Source: an optimization exercise on an open RTL-to-GDS flow (aim: small area and a short achievable clock period). Production flows keep margins and buffers that such runs may drop.
Function was checked by simulation only, so behaviour that the tests miss may differ from the original.

==> inputs of job 7435 <==
==> flow/design.v <==
`timescale 1ns/1ps
module dit_fft_8 (
    input [15:0] in0_r, in1_r, in2_r, in3_r, in4_r, in5_r, in6_r, in7_r,
    input [15:0] in0_i, in1_i, in2_i, in3_i, in4_i, in5_i, in6_i, in7_i,
    input clk, RST_N, write, start,
    output [15:0] out0_r, out1_r, out2_r, out3_r, out4_r, out5_r, out6_r, out7_r,
    output [15:0] out0_i, out1_i, out2_i, out3_i, out4_i, out5_i, out6_i, out7_i,
    output ready
);
    reg  [15:0] a_r [0:7];      
    reg  [15:0] a_i [0:7];
    reg  [2:0]  w;              
    reg  [15:0] b_r [0:7];      
    reg  [15:0] b_i [0:7];
    reg  [15:0] c_r [0:7];      
    reg  [15:0] c_i [0:7];
    reg  [15:0] d_r [0:7];      
    reg  [15:0] d_i [0:7];
    reg  [15:0] o_r [0:7];      
    reg  [15:0] o_i [0:7];
    reg  [3:0]  rdy;
    wire [15:0] x_r [0:7];
    wire [15:0] x_i [0:7];
    wire [15:0] s1_r [0:7];
    wire [15:0] s1_i [0:7];
    wire [15:0] s2_r [0:7];
    wire [15:0] s2_i [0:7];
    wire [15:0] k_r [0:7];
    wire [15:0] k_i [0:7];
    wire [15:0] tw_r [0:7];
    wire [15:0] tw_i [0:7];
    wire [15:0] s3_r [0:7];
    wire [15:0] s3_i [0:7];
    assign x_r[0] = in0_r; assign x_r[1] = in1_r; assign x_r[2] = in2_r; assign x_r[3] = in3_r;
    assign x_r[4] = in4_r; assign x_r[5] = in5_r; assign x_r[6] = in6_r; assign x_r[7] = in7_r;
    assign x_i[0] = in0_i; assign x_i[1] = in1_i; assign x_i[2] = in2_i; assign x_i[3] = in3_i;
    assign x_i[4] = in4_i; assign x_i[5] = in5_i; assign x_i[6] = in6_i; assign x_i[7] = in7_i;
    integer k;
    always @(posedge clk) begin
        w <= {w[1:0], write & RST_N};
        for (k = 0; k < 8; k = k + 1) begin
            a_r[k] <= s1_r[k];
            a_i[k] <= s1_i[k];
            b_r[k] <= s2_r[k];
            b_i[k] <= s2_i[k];
            c_r[k] <= k_r[k];
            c_i[k] <= k_i[k];
            if (w[2]) begin
                d_r[k] <= tw_r[k];
                d_i[k] <= tw_i[k];
            end
            o_r[k] <= s3_r[k];
            o_i[k] <= s3_i[k];
        end
        if (RST_N == 1'b0)
            rdy <= 4'b0000;
        else
            rdy <= {rdy[2:0], start};
    end
    assign ready = rdy[3];
    bfly u10r (x_r[0], x_r[4], s1_r[0], s1_r[1]);
    bfly u10i (x_i[0], x_i[4], s1_i[0], s1_i[1]);
    bfly u11r (x_r[2], x_r[6], s1_r[2], s1_r[3]);
    bfly u11i (x_i[2], x_i[6], s1_i[2], s1_i[3]);
    bfly u12r (x_r[1], x_r[5], s1_r[4], s1_r[5]);
    bfly u12i (x_i[1], x_i[5], s1_i[4], s1_i[5]);
    bfly u13r (x_r[3], x_r[7], s1_r[6], s1_r[7]);
    bfly u13i (x_i[3], x_i[7], s1_i[6], s1_i[7]);
    bfly u20a (a_r[0], a_r[2], s2_r[0], s2_r[2]);
    bfly u20b (a_i[0], a_i[2], s2_i[0], s2_i[2]);
    bfly u20c (a_r[1], a_i[3], s2_r[1], s2_r[3]);
    bfly u20d (a_i[1], a_r[3], s2_i[3], s2_i[1]);
    bfly u21a (a_r[4], a_r[6], s2_r[4], s2_r[6]);
    bfly u21b (a_i[4], a_i[6], s2_i[4], s2_i[6]);
    bfly u21c (a_r[5], a_i[7], s2_r[5], s2_r[7]);
    bfly u21d (a_i[5], a_r[7], s2_i[7], s2_i[5]);
    twk ukfr (b_r[5][14:0], k_r[5][14:0]);
    twk ukfi (b_i[5][14:0], k_i[5][14:0]);
    twk ukhr (b_r[7][14:0], k_r[7][14:0]);
    twk ukhi (b_i[7][14:0], k_i[7][14:0]);
    assign k_r[5][15] = b_r[5][15];
    assign k_i[5][15] = b_i[5][15];
    assign k_r[7][15] = b_r[7][15];
    assign k_i[7][15] = b_i[7][15];
    bfly ucf (c_i[5], c_r[5], tw_r[5], tw_i[5]);
    bfly uch ({~c_r[7][15], c_r[7][14:0]}, c_i[7], tw_r[7], tw_i[7]);
    genvar g;
    generate
        for (g = 0; g < 8; g = g + 1) begin : pass
            if (g != 5 && g != 7) begin : p
                assign k_r[g] = b_r[g];
                assign k_i[g] = b_i[g];
                assign tw_r[g] = c_r[g];
                assign tw_i[g] = c_i[g];
            end
        end
    endgenerate
    bfly u30r (d_r[0], d_r[4], s3_r[0], s3_r[4]);
    bfly u30i (d_i[0], d_i[4], s3_i[0], s3_i[4]);
    bfly u31r (d_r[1], d_r[5], s3_r[1], s3_r[5]);
    bfly u31i (d_i[1], d_i[5], s3_i[1], s3_i[5]);
    bfly u32r (d_r[2], d_i[6], s3_r[2], s3_i[6]);
    bfly u32i (d_i[2], d_r[6], s3_r[6], s3_i[2]);
    bfly u33r (d_r[3], d_r[7], s3_r[3], s3_r[7]);
    bfly u33i (d_i[3], d_i[7], s3_i[3], s3_i[7]);
    assign out0_r = o_r[0]; assign out1_r = o_r[1]; assign out2_r = o_r[2]; assign out3_r = o_r[3];
    assign out4_r = o_r[4]; assign out5_r = o_r[5]; assign out6_r = o_r[6]; assign out7_r = o_r[7];
    assign out0_i = o_i[0]; assign out1_i = o_i[1]; assign out2_i = o_i[2]; assign out3_i = o_i[3];
    assign out4_i = o_i[4]; assign out5_i = o_i[5]; assign out6_i = o_i[6]; assign out7_i = o_i[7];
endmodule
module bfly (input [15:0] x, input [15:0] y, output [15:0] p, output [15:0] m);
    wire        sx = x[15];
    wire        sy = y[15];
    wire [14:0] mx = x[14:0];
    wire [14:0] my = y[14:0];
    wire [14:0] sum = mx + my;
    wire [14:0] pp = ~(mx ^ my);
    wire [14:0] gg = mx & ~my;
    wire [14:0] G, P;            
    prefix15 upf (gg, pp, G, P);
    wire [14:0] cin0 = {G[13:0], 1'b0};             
    wire [14:0] cin1 = {G[13:0] | P[13:0], 1'b1};   
    wire        gt  = G[14];
    wire        lt  = ~G[14] & ~P[14];
    wire [14:0] dif = gt ? (pp ^ cin1) : ~(pp ^ cin0);
    wire        ds  = (gt & sx) | (lt & ~sx);
    wire eq = ~(sx ^ sy);
    assign p = eq ? {sx, sum} : {ds, dif};
    assign m = eq ? {ds, dif} : {sx, sum};
endmodule
module prefix15 (input [14:0] g, input [14:0] p, output [14:0] G, output [14:0] P);
    wire [14:0] g1, p1, g2, p2, g3, p3, g4, p4;
    genvar i;
    generate
        for (i = 0; i < 15; i = i + 1) begin : l1
            if (i % 2 == 1) begin : c
                assign g1[i] = g[i] | (p[i] & g[i-1]);
                assign p1[i] = p[i] & p[i-1];
            end else begin : n
                assign g1[i] = g[i];
                assign p1[i] = p[i];
            end
        end
        for (i = 0; i < 15; i = i + 1) begin : l2
            if (i % 4 >= 2) begin : c
                assign g2[i] = g1[i] | (p1[i] & g1[(i/4)*4+1]);
                assign p2[i] = p1[i] & p1[(i/4)*4+1];
            end else begin : n
                assign g2[i] = g1[i];
                assign p2[i] = p1[i];
            end
        end
        for (i = 0; i < 15; i = i + 1) begin : l3
            if (i % 8 >= 4) begin : c
                assign g3[i] = g2[i] | (p2[i] & g2[(i/8)*8+3]);
                assign p3[i] = p2[i] & p2[(i/8)*8+3];
            end else begin : n
                assign g3[i] = g2[i];
                assign p3[i] = p2[i];
            end
        end
        for (i = 0; i < 15; i = i + 1) begin : l4
            if (i >= 8) begin : c
                assign g4[i] = g3[i] | (p3[i] & g3[7]);
                assign p4[i] = p3[i] & p3[7];
            end else begin : n
                assign g4[i] = g3[i];
                assign p4[i] = p3[i];
            end
        end
    endgenerate
    assign G = g4;
    assign P = p4;
endmodule
module twk (input [14:0] m, output [14:0] q);
    wire [14:0] a = m >> 1;
    wire [14:0] b = m >> 3;
    wire [14:0] c = m >> 4;
    wire [14:0] d = m >> 6;
    wire [14:0] e = m >> 8;
    wire [14:0] f = m >> 14;
    wire [14:0] s1 = a ^ b ^ c;
    wire [14:0] c1 = ((a & b) | (a & c) | (b & c)) << 1;
    wire [14:0] s2 = d ^ e ^ f;
    wire [14:0] c2 = ((d & e) | (d & f) | (e & f)) << 1;
    wire [14:0] s3 = s1 ^ c1 ^ s2;
    wire [14:0] c3 = ((s1 & c1) | (s1 & s2) | (c1 & s2)) << 1;
    wire [14:0] s4 = s3 ^ c3 ^ c2;
    wire [14:0] c4 = ((s3 & c3) | (s3 & c2) | (c3 & c2)) << 1;
    assign q = s4 + c4;
endmodule
==> flow/flow/run.sh <==
#!/bin/bash
# Standard layout, with the resizer's setup repair aimed below the clock period
# so that it works on the paths that set the achieved period.
set -euo pipefail
bash standard.sh SETUP_SLACK_MARGIN=6.4 finish > standard.log 2>&1
==> flow/standard.sh <==
#!/bin/bash
# synth_recipe.tcl (not shown) runs the flow's synth.tcl, then flattens the netlist and writes it again
# the make line also repeats each setting of config.mk as NAME=value (left out here)
make -C /OpenROAD-flow-scripts/flow DESIGN_CONFIG=/design/flow/config.mk WORK_HOME=/design/flow/orfs CLKGATE_MAP_FILE= SYNTH_SCRIPT=/design/flow/synth_recipe.tcl "${@:-finish}"
==> flow/config.mk <==
export PLATFORM = sky130hd
export DESIGN_NAME = dit_fft_8
export DESIGN_NICKNAME = dit_fft_8
export VERILOG_FILES = /design/flow/design.v
export SDC_FILE = /design/flow/constraint.sdc
export NUM_CORES = 4
export LEC_CHECK = 0
export CAP_MARGIN = 20
export CORE_MARGIN = 2
export CORE_UTILIZATION = 55
export PLACE_DENSITY = 0.65
export SLEW_MARGIN = 20
==> flow/constraint.sdc <==
create_clock -name core_clock -period 10.0 [get_ports {clk}]
set_input_delay 2.0000 -clock core_clock [delete_from_list [all_inputs] [get_ports {clk}]]
set_output_delay 2.0000 -clock core_clock [all_outputs]
set_load 0.01 [all_outputs]
==> job 5548: changes against job 7435 <==
--- a/flow/design.v
+++ b/flow/design.v
@@ -8,46 +8,40 @@
     output ready
 );
+    reg  [15:0] x_r [0:7];
+    reg  [15:0] x_i [0:7];
+    reg         w1;
     reg  [15:0] a_r [0:7];      
     reg  [15:0] a_i [0:7];
-    reg  [2:0]  w;              
     reg  [15:0] b_r [0:7];      
     reg  [15:0] b_i [0:7];
     reg  [15:0] c_r [0:7];      
     reg  [15:0] c_i [0:7];
-    reg  [15:0] d_r [0:7];      
-    reg  [15:0] d_i [0:7];
     reg  [15:0] o_r [0:7];      
     reg  [15:0] o_i [0:7];
     reg  [3:0]  rdy;
-    wire [15:0] x_r [0:7];
-    wire [15:0] x_i [0:7];
     wire [15:0] s1_r [0:7];
     wire [15:0] s1_i [0:7];
     wire [15:0] s2_r [0:7];
     wire [15:0] s2_i [0:7];
-    wire [15:0] k_r [0:7];
-    wire [15:0] k_i [0:7];
     wire [15:0] tw_r [0:7];
     wire [15:0] tw_i [0:7];
     wire [15:0] s3_r [0:7];
     wire [15:0] s3_i [0:7];
-    assign x_r[0] = in0_r; assign x_r[1] = in1_r; assign x_r[2] = in2_r; assign x_r[3] = in3_r;
-    assign x_r[4] = in4_r; assign x_r[5] = in5_r; assign x_r[6] = in6_r; assign x_r[7] = in7_r;
-    assign x_i[0] = in0_i; assign x_i[1] = in1_i; assign x_i[2] = in2_i; assign x_i[3] = in3_i;
-    assign x_i[4] = in4_i; assign x_i[5] = in5_i; assign x_i[6] = in6_i; assign x_i[7] = in7_i;
     integer k;
     always @(posedge clk) begin
-        w <= {w[1:0], write & RST_N};
+        x_r[0] <= in0_r; x_r[1] <= in1_r; x_r[2] <= in2_r; x_r[3] <= in3_r;
+        x_r[4] <= in4_r; x_r[5] <= in5_r; x_r[6] <= in6_r; x_r[7] <= in7_r;
+        x_i[0] <= in0_i; x_i[1] <= in1_i; x_i[2] <= in2_i; x_i[3] <= in3_i;
+        x_i[4] <= in4_i; x_i[5] <= in5_i; x_i[6] <= in6_i; x_i[7] <= in7_i;
+        w1 <= write & RST_N;
         for (k = 0; k < 8; k = k + 1) begin
-            a_r[k] <= s1_r[k];
-            a_i[k] <= s1_i[k];
+            if (w1) begin
+                a_r[k] <= s1_r[k];
+                a_i[k] <= s1_i[k];
+            end
             b_r[k] <= s2_r[k];
             b_i[k] <= s2_i[k];
-            c_r[k] <= k_r[k];
-            c_i[k] <= k_i[k];
-            if (w[2]) begin
-                d_r[k] <= tw_r[k];
-                d_i[k] <= tw_i[k];
-            end
+            c_r[k] <= tw_r[k];
+            c_i[k] <= tw_i[k];
             o_r[k] <= s3_r[k];
             o_i[k] <= s3_i[k];
@@ -75,33 +69,28 @@
     bfly u21c (a_r[5], a_i[7], s2_r[5], s2_r[7]);
     bfly u21d (a_i[5], a_r[7], s2_i[7], s2_i[5]);
-    twk ukfr (b_r[5][14:0], k_r[5][14:0]);
-    twk ukfi (b_i[5][14:0], k_i[5][14:0]);
-    twk ukhr (b_r[7][14:0], k_r[7][14:0]);
-    twk ukhi (b_i[7][14:0], k_i[7][14:0]);
-    assign k_r[5][15] = b_r[5][15];
-    assign k_i[5][15] = b_i[5][15];
-    assign k_r[7][15] = b_r[7][15];
-    assign k_i[7][15] = b_i[7][15];
-    bfly ucf (c_i[5], c_r[5], tw_r[5], tw_i[5]);
-    bfly uch ({~c_r[7][15], c_r[7][14:0]}, c_i[7], tw_r[7], tw_i[7]);
+    wire [14:0] kfr, kfi, khr, khi;
+    twk ukfr (b_r[5][14:0], kfr);
+    twk ukfi (b_i[5][14:0], kfi);
+    twk ukhr (b_r[7][14:0], khr);
+    twk ukhi (b_i[7][14:0], khi);
+    bfly ucf ({b_i[5][15], kfi}, {b_r[5][15], kfr}, tw_r[5], tw_i[5]);
+    bfly uch ({~b_r[7][15], khr}, {b_i[7][15], khi}, tw_r[7], tw_i[7]);
     genvar g;
     generate
         for (g = 0; g < 8; g = g + 1) begin : pass
             if (g != 5 && g != 7) begin : p
-                assign k_r[g] = b_r[g];
-                assign k_i[g] = b_i[g];
-                assign tw_r[g] = c_r[g];
-                assign tw_i[g] = c_i[g];
+                assign tw_r[g] = b_r[g];
+                assign tw_i[g] = b_i[g];
             end
         end
     endgenerate
-    bfly u30r (d_r[0], d_r[4], s3_r[0], s3_r[4]);
-    bfly u30i (d_i[0], d_i[4], s3_i[0], s3_i[4]);
-    bfly u31r (d_r[1], d_r[5], s3_r[1], s3_r[5]);
-    bfly u31i (d_i[1], d_i[5], s3_i[1], s3_i[5]);
-    bfly u32r (d_r[2], d_i[6], s3_r[2], s3_i[6]);
-    bfly u32i (d_i[2], d_r[6], s3_r[6], s3_i[2]);
-    bfly u33r (d_r[3], d_r[7], s3_r[3], s3_r[7]);
-    bfly u33i (d_i[3], d_i[7], s3_i[3], s3_i[7]);
+    bfly u30r (c_r[0], c_r[4], s3_r[0], s3_r[4]);
+    bfly u30i (c_i[0], c_i[4], s3_i[0], s3_i[4]);
+    bfly u31r (c_r[1], c_r[5], s3_r[1], s3_r[5]);
+    bfly u31i (c_i[1], c_i[5], s3_i[1], s3_i[5]);
+    bfly u32r (c_r[2], c_i[6], s3_r[2], s3_i[6]);
+    bfly u32i (c_i[2], c_r[6], s3_r[6], s3_i[2]);
+    bfly u33r (c_r[3], c_r[7], s3_r[3], s3_r[7]);
+    bfly u33i (c_i[3], c_i[7], s3_i[3], s3_i[7]);
     assign out0_r = o_r[0]; assign out1_r = o_r[1]; assign out2_r = o_r[2]; assign out3_r = o_r[3];
     assign out4_r = o_r[4]; assign out5_r = o_r[5]; assign out6_r = o_r[6]; assign out7_r = o_r[7];
==> flow/run.sh (new file) <==
#!/bin/bash
# synth_recipe.tcl (not shown) runs the flow's synth.tcl, then flattens the netlist and writes it again
# the make line also repeats each setting of config.mk as NAME=value (left out here)
make -C /OpenROAD-flow-scripts/flow DESIGN_CONFIG=/design/flow/config.mk WORK_HOME=/design/flow/orfs CLKGATE_MAP_FILE= SYNTH_SCRIPT=/design/flow/synth_recipe.tcl finish
--- a/flow/config.mk
+++ b/flow/config.mk
@@ -8,5 +8,5 @@
 export CAP_MARGIN = 20
 export CORE_MARGIN = 2
-export CORE_UTILIZATION = 55
-export PLACE_DENSITY = 0.65
+export CORE_UTILIZATION = 40
+export PLACE_DENSITY = 0.6
 export SLEW_MARGIN = 20
removed: flow/flow/run.sh
removed: flow/standard.sh
==> job 7480: changes against job 7435 <==
--- a/flow/design.v
+++ b/flow/design.v
@@ -15,4 +15,8 @@
     reg  [15:0] c_r [0:7];      
     reg  [15:0] c_i [0:7];
+    reg  [7:0]  kl [0:3];
+    reg         kc [0:3];
+    reg  [6:0]  kh0 [0:3];
+    reg  [6:0]  kh1 [0:3];
     reg  [15:0] d_r [0:7];      
     reg  [15:0] d_i [0:7];
@@ -26,6 +30,9 @@
     wire [15:0] s2_r [0:7];
     wire [15:0] s2_i [0:7];
-    wire [15:0] k_r [0:7];
-    wire [15:0] k_i [0:7];
+    wire [7:0]  n_kl [0:3];
+    wire        n_kc [0:3];
+    wire [6:0]  n_kh0 [0:3];
+    wire [6:0]  n_kh1 [0:3];
+    wire [14:0] kv [0:3];
     wire [15:0] tw_r [0:7];
     wire [15:0] tw_i [0:7];
@@ -44,6 +51,6 @@
             b_r[k] <= s2_r[k];
             b_i[k] <= s2_i[k];
-            c_r[k] <= k_r[k];
-            c_i[k] <= k_i[k];
+            c_r[k] <= b_r[k];
+            c_i[k] <= b_i[k];
             if (w[2]) begin
                 d_r[k] <= tw_r[k];
@@ -52,4 +59,10 @@
             o_r[k] <= s3_r[k];
             o_i[k] <= s3_i[k];
+        end
+        for (k = 0; k < 4; k = k + 1) begin
+            kl[k]  <= n_kl[k];
+            kc[k]  <= n_kc[k];
+            kh0[k] <= n_kh0[k];
+            kh1[k] <= n_kh1[k];
         end
         if (RST_N == 1'b0)
@@ -75,20 +88,19 @@
     bfly u21c (a_r[5], a_i[7], s2_r[5], s2_r[7]);
     bfly u21d (a_i[5], a_r[7], s2_i[7], s2_i[5]);
-    twk ukfr (b_r[5][14:0], k_r[5][14:0]);
-    twk ukfi (b_i[5][14:0], k_i[5][14:0]);
-    twk ukhr (b_r[7][14:0], k_r[7][14:0]);
-    twk ukhi (b_i[7][14:0], k_i[7][14:0]);
-    assign k_r[5][15] = b_r[5][15];
-    assign k_i[5][15] = b_i[5][15];
-    assign k_r[7][15] = b_r[7][15];
-    assign k_i[7][15] = b_i[7][15];
-    bfly ucf (c_i[5], c_r[5], tw_r[5], tw_i[5]);
-    bfly uch ({~c_r[7][15], c_r[7][14:0]}, c_i[7], tw_r[7], tw_i[7]);
+    twk ukfr (b_r[5][14:0], n_kl[0], n_kc[0], n_kh0[0], n_kh1[0]);
+    twk ukfi (b_i[5][14:0], n_kl[1], n_kc[1], n_kh0[1], n_kh1[1]);
+    twk ukhr (b_r[7][14:0], n_kl[2], n_kc[2], n_kh0[2], n_kh1[2]);
+    twk ukhi (b_i[7][14:0], n_kl[3], n_kc[3], n_kh0[3], n_kh1[3]);
     genvar g;
+    generate
+        for (g = 0; g < 4; g = g + 1) begin : ksel
+            assign kv[g] = {kc[g] ? kh1[g] : kh0[g], kl[g]};
+        end
+    endgenerate
+    bfly ucf ({c_i[5][15], kv[1]}, {c_r[5][15], kv[0]}, tw_r[5], tw_i[5]);
+    bfly uch ({~c_r[7][15], kv[2]}, {c_i[7][15], kv[3]}, tw_r[7], tw_i[7]);
     generate
         for (g = 0; g < 8; g = g + 1) begin : pass
             if (g != 5 && g != 7) begin : p
-                assign k_r[g] = b_r[g];
-                assign k_i[g] = b_i[g];
                 assign tw_r[g] = c_r[g];
                 assign tw_i[g] = c_i[g];
@@ -173,5 +185,5 @@
     assign P = p4;
 endmodule
-module twk (input [14:0] m, output [14:0] q);
+module twk (input [14:0] m, output [7:0] lo, output co, output [6:0] hi0, output [6:0] hi1);
     wire [14:0] a = m >> 1;
     wire [14:0] b = m >> 3;
@@ -188,4 +200,45 @@
     wire [14:0] s4 = s3 ^ c3 ^ c2;
     wire [14:0] c4 = ((s3 & c3) | (s3 & c2) | (c3 & c2)) << 1;
-    assign q = s4 + c4;
-endmodule
+    wire [8:0]  l  = s4[7:0] + c4[7:0];
+    assign lo = l[7:0];
+    assign co = l[8];
+    wire [6:0] hp = s4[14:8] ^ c4[14:8];
+    wire [6:0] hg = s4[14:8] & c4[14:8];
+    wire [6:0] G, P;
+    prefix7 upf (hg, hp, G, P);
+    assign hi0 = hp ^ {G[5:0], 1'b0};
+    assign hi1 = hp ^ {G[5:0] | P[5:0], 1'b1};
+endmodule
+module prefix7 (input [6:0] g, input [6:0] p, output [6:0] G, output [6:0] P);
+    wire [6:0] g1, p1, g2, p2;
+    genvar i;
+    generate
+        for (i = 0; i < 7; i = i + 1) begin : l1
+            if (i % 2 == 1) begin : c
+                assign g1[i] = g[i] | (p[i] & g[i-1]);
+                assign p1[i] = p[i] & p[i-1];
+            end else begin : n
+                assign g1[i] = g[i];
+                assign p1[i] = p[i];
+            end
+        end
+        for (i = 0; i < 7; i = i + 1) begin : l2
+            if (i % 4 >= 2) begin : c
+                assign g2[i] = g1[i] | (p1[i] & g1[(i/4)*4+1]);
+                assign p2[i] = p1[i] & p1[(i/4)*4+1];
+            end else begin : n
+                assign g2[i] = g1[i];
+                assign p2[i] = p1[i];
+            end
+        end
+        for (i = 0; i < 7; i = i + 1) begin : l3
+            if (i >= 4) begin : c
+                assign G[i] = g2[i] | (p2[i] & g2[3]);
+                assign P[i] = p2[i] & p2[3];
+            end else begin : n
+                assign G[i] = g2[i];
+                assign P[i] = p2[i];
+            end
+        end
+    endgenerate
+endmodule
==> flow/flow/run.sh (replaced) <==
#!/bin/bash
# Standard layout, with the resizer's setup repair aimed below the clock period
# so that it works on the paths that set the achieved period.
set -euo pipefail
bash standard.sh SETUP_SLACK_MARGIN=6.8 finish > standard.log 2>&1
==> qor summary <==
                                                                             job 7435                 job 5548                 job 7480
Met3 demand-to-capacity share in global routing                                 5.56%                    2.99%                    4.27%
Maximum number of pins on one net before global-route repair                       77                       85                       74
Register area share after synthesis                                             31.9%                    31.9%                    32.1%
Worst-Margin Slew                                                             1.18 ns                  1.12 ns                  1.12 ns
Average cell area after synthesis                                           9.10 um^2                8.93 um^2                9.12 um^2
Yosys Warn Count                                                                   21                       21                       29
Worst flop-to-flop path endpoint                                           c_r[5][12]                c_r[5][1]                b_r[1][4]
Req. time, crit path                                                         10.70 ns                 10.73 ns                 10.67 ns
Distinct cell type count after synthesis                                          115                       97                      108
Routability congestion estimate                                                 0.984                    0.926                    0.966
Non-clock buffering overhead in the final layout                                7.62%                    5.71%                    9.42%
Area taken by multi-input logic gates                                      57800 um^2               53700 um^2               61800 um^2
Initial standard-cell utilization of the core                                   55.2%                    40.3%                    55.3%
Number of standard cells after synthesis                                         9443                     9680                     9590
Count of vias placed by the detailed router                                     71338                    70662                    74529
Non-clock inverter count in the final layout                                      966                     1027                     1052
Fraction of layout instances using a drive strength above 1                     16.7%                    4.53%                    27.3%
Category of the critical setup timing path                                    reg2reg                  reg2reg                   in2reg
Status                                                        complete, no violations  complete, no violations  complete, no violations
Worst slew margin                                                               21.6%                    25.1%                    24.9%
Hold WS                                                                      0.303 ns                 0.295 ns                 0.300 ns
Die Area                                                                  159000 um^2              220000 um^2              162000 um^2
Most used standard cell by instance count after synthesis                     dfxtp_1                    inv_1                    inv_1
Critical Path Source                                                        b_r[5][3]                b_i[5][6]                 in7_r[0]

==> port drivers added, routing unchanged <==
In the flow no input, the clock included, has a driving cell. The finished layouts below were timed again as built, in two steps.
Step 1, drivers: a clkbuf_16 drives clk and a buf_2 each remaining input, both assumed.
Step 2 times the ports against the registers' clock, not the clock port: input delays grow and output delays shrink by t, the midpoint of the rising clock arrivals with the driver on.
Slacks: no drivers / after step 1 / after step 2; pairs: no drivers / after step 1.
run | t (ns) | setup WS [ns] | hold WS [ns] | worst register clock-pin slew, ns | worst slew at a driven data input, ns
job 7435 | 0.867 | 6.136 / 6.136 / 5.490 | 0.303 / 0.303 / 0.303 | 0.08 / 0.08 | 0.13
job 5548 | 0.891 | 3.267 / 3.267 / 3.267 | 0.295 / 0.295 / 0.295 | 0.07 / 0.07 | 0.11
job 7480 | 0.863 | 6.239 / 6.275 / 5.412 | 0.300 / 0.300 / 0.300 | 0.07 / 0.07 | 0.16
After both steps every run listed still meets setup and hold. The setup slack of job 7480, which loses most, moves by +0.036 ns with the drivers and by -0.827 ns with both steps.
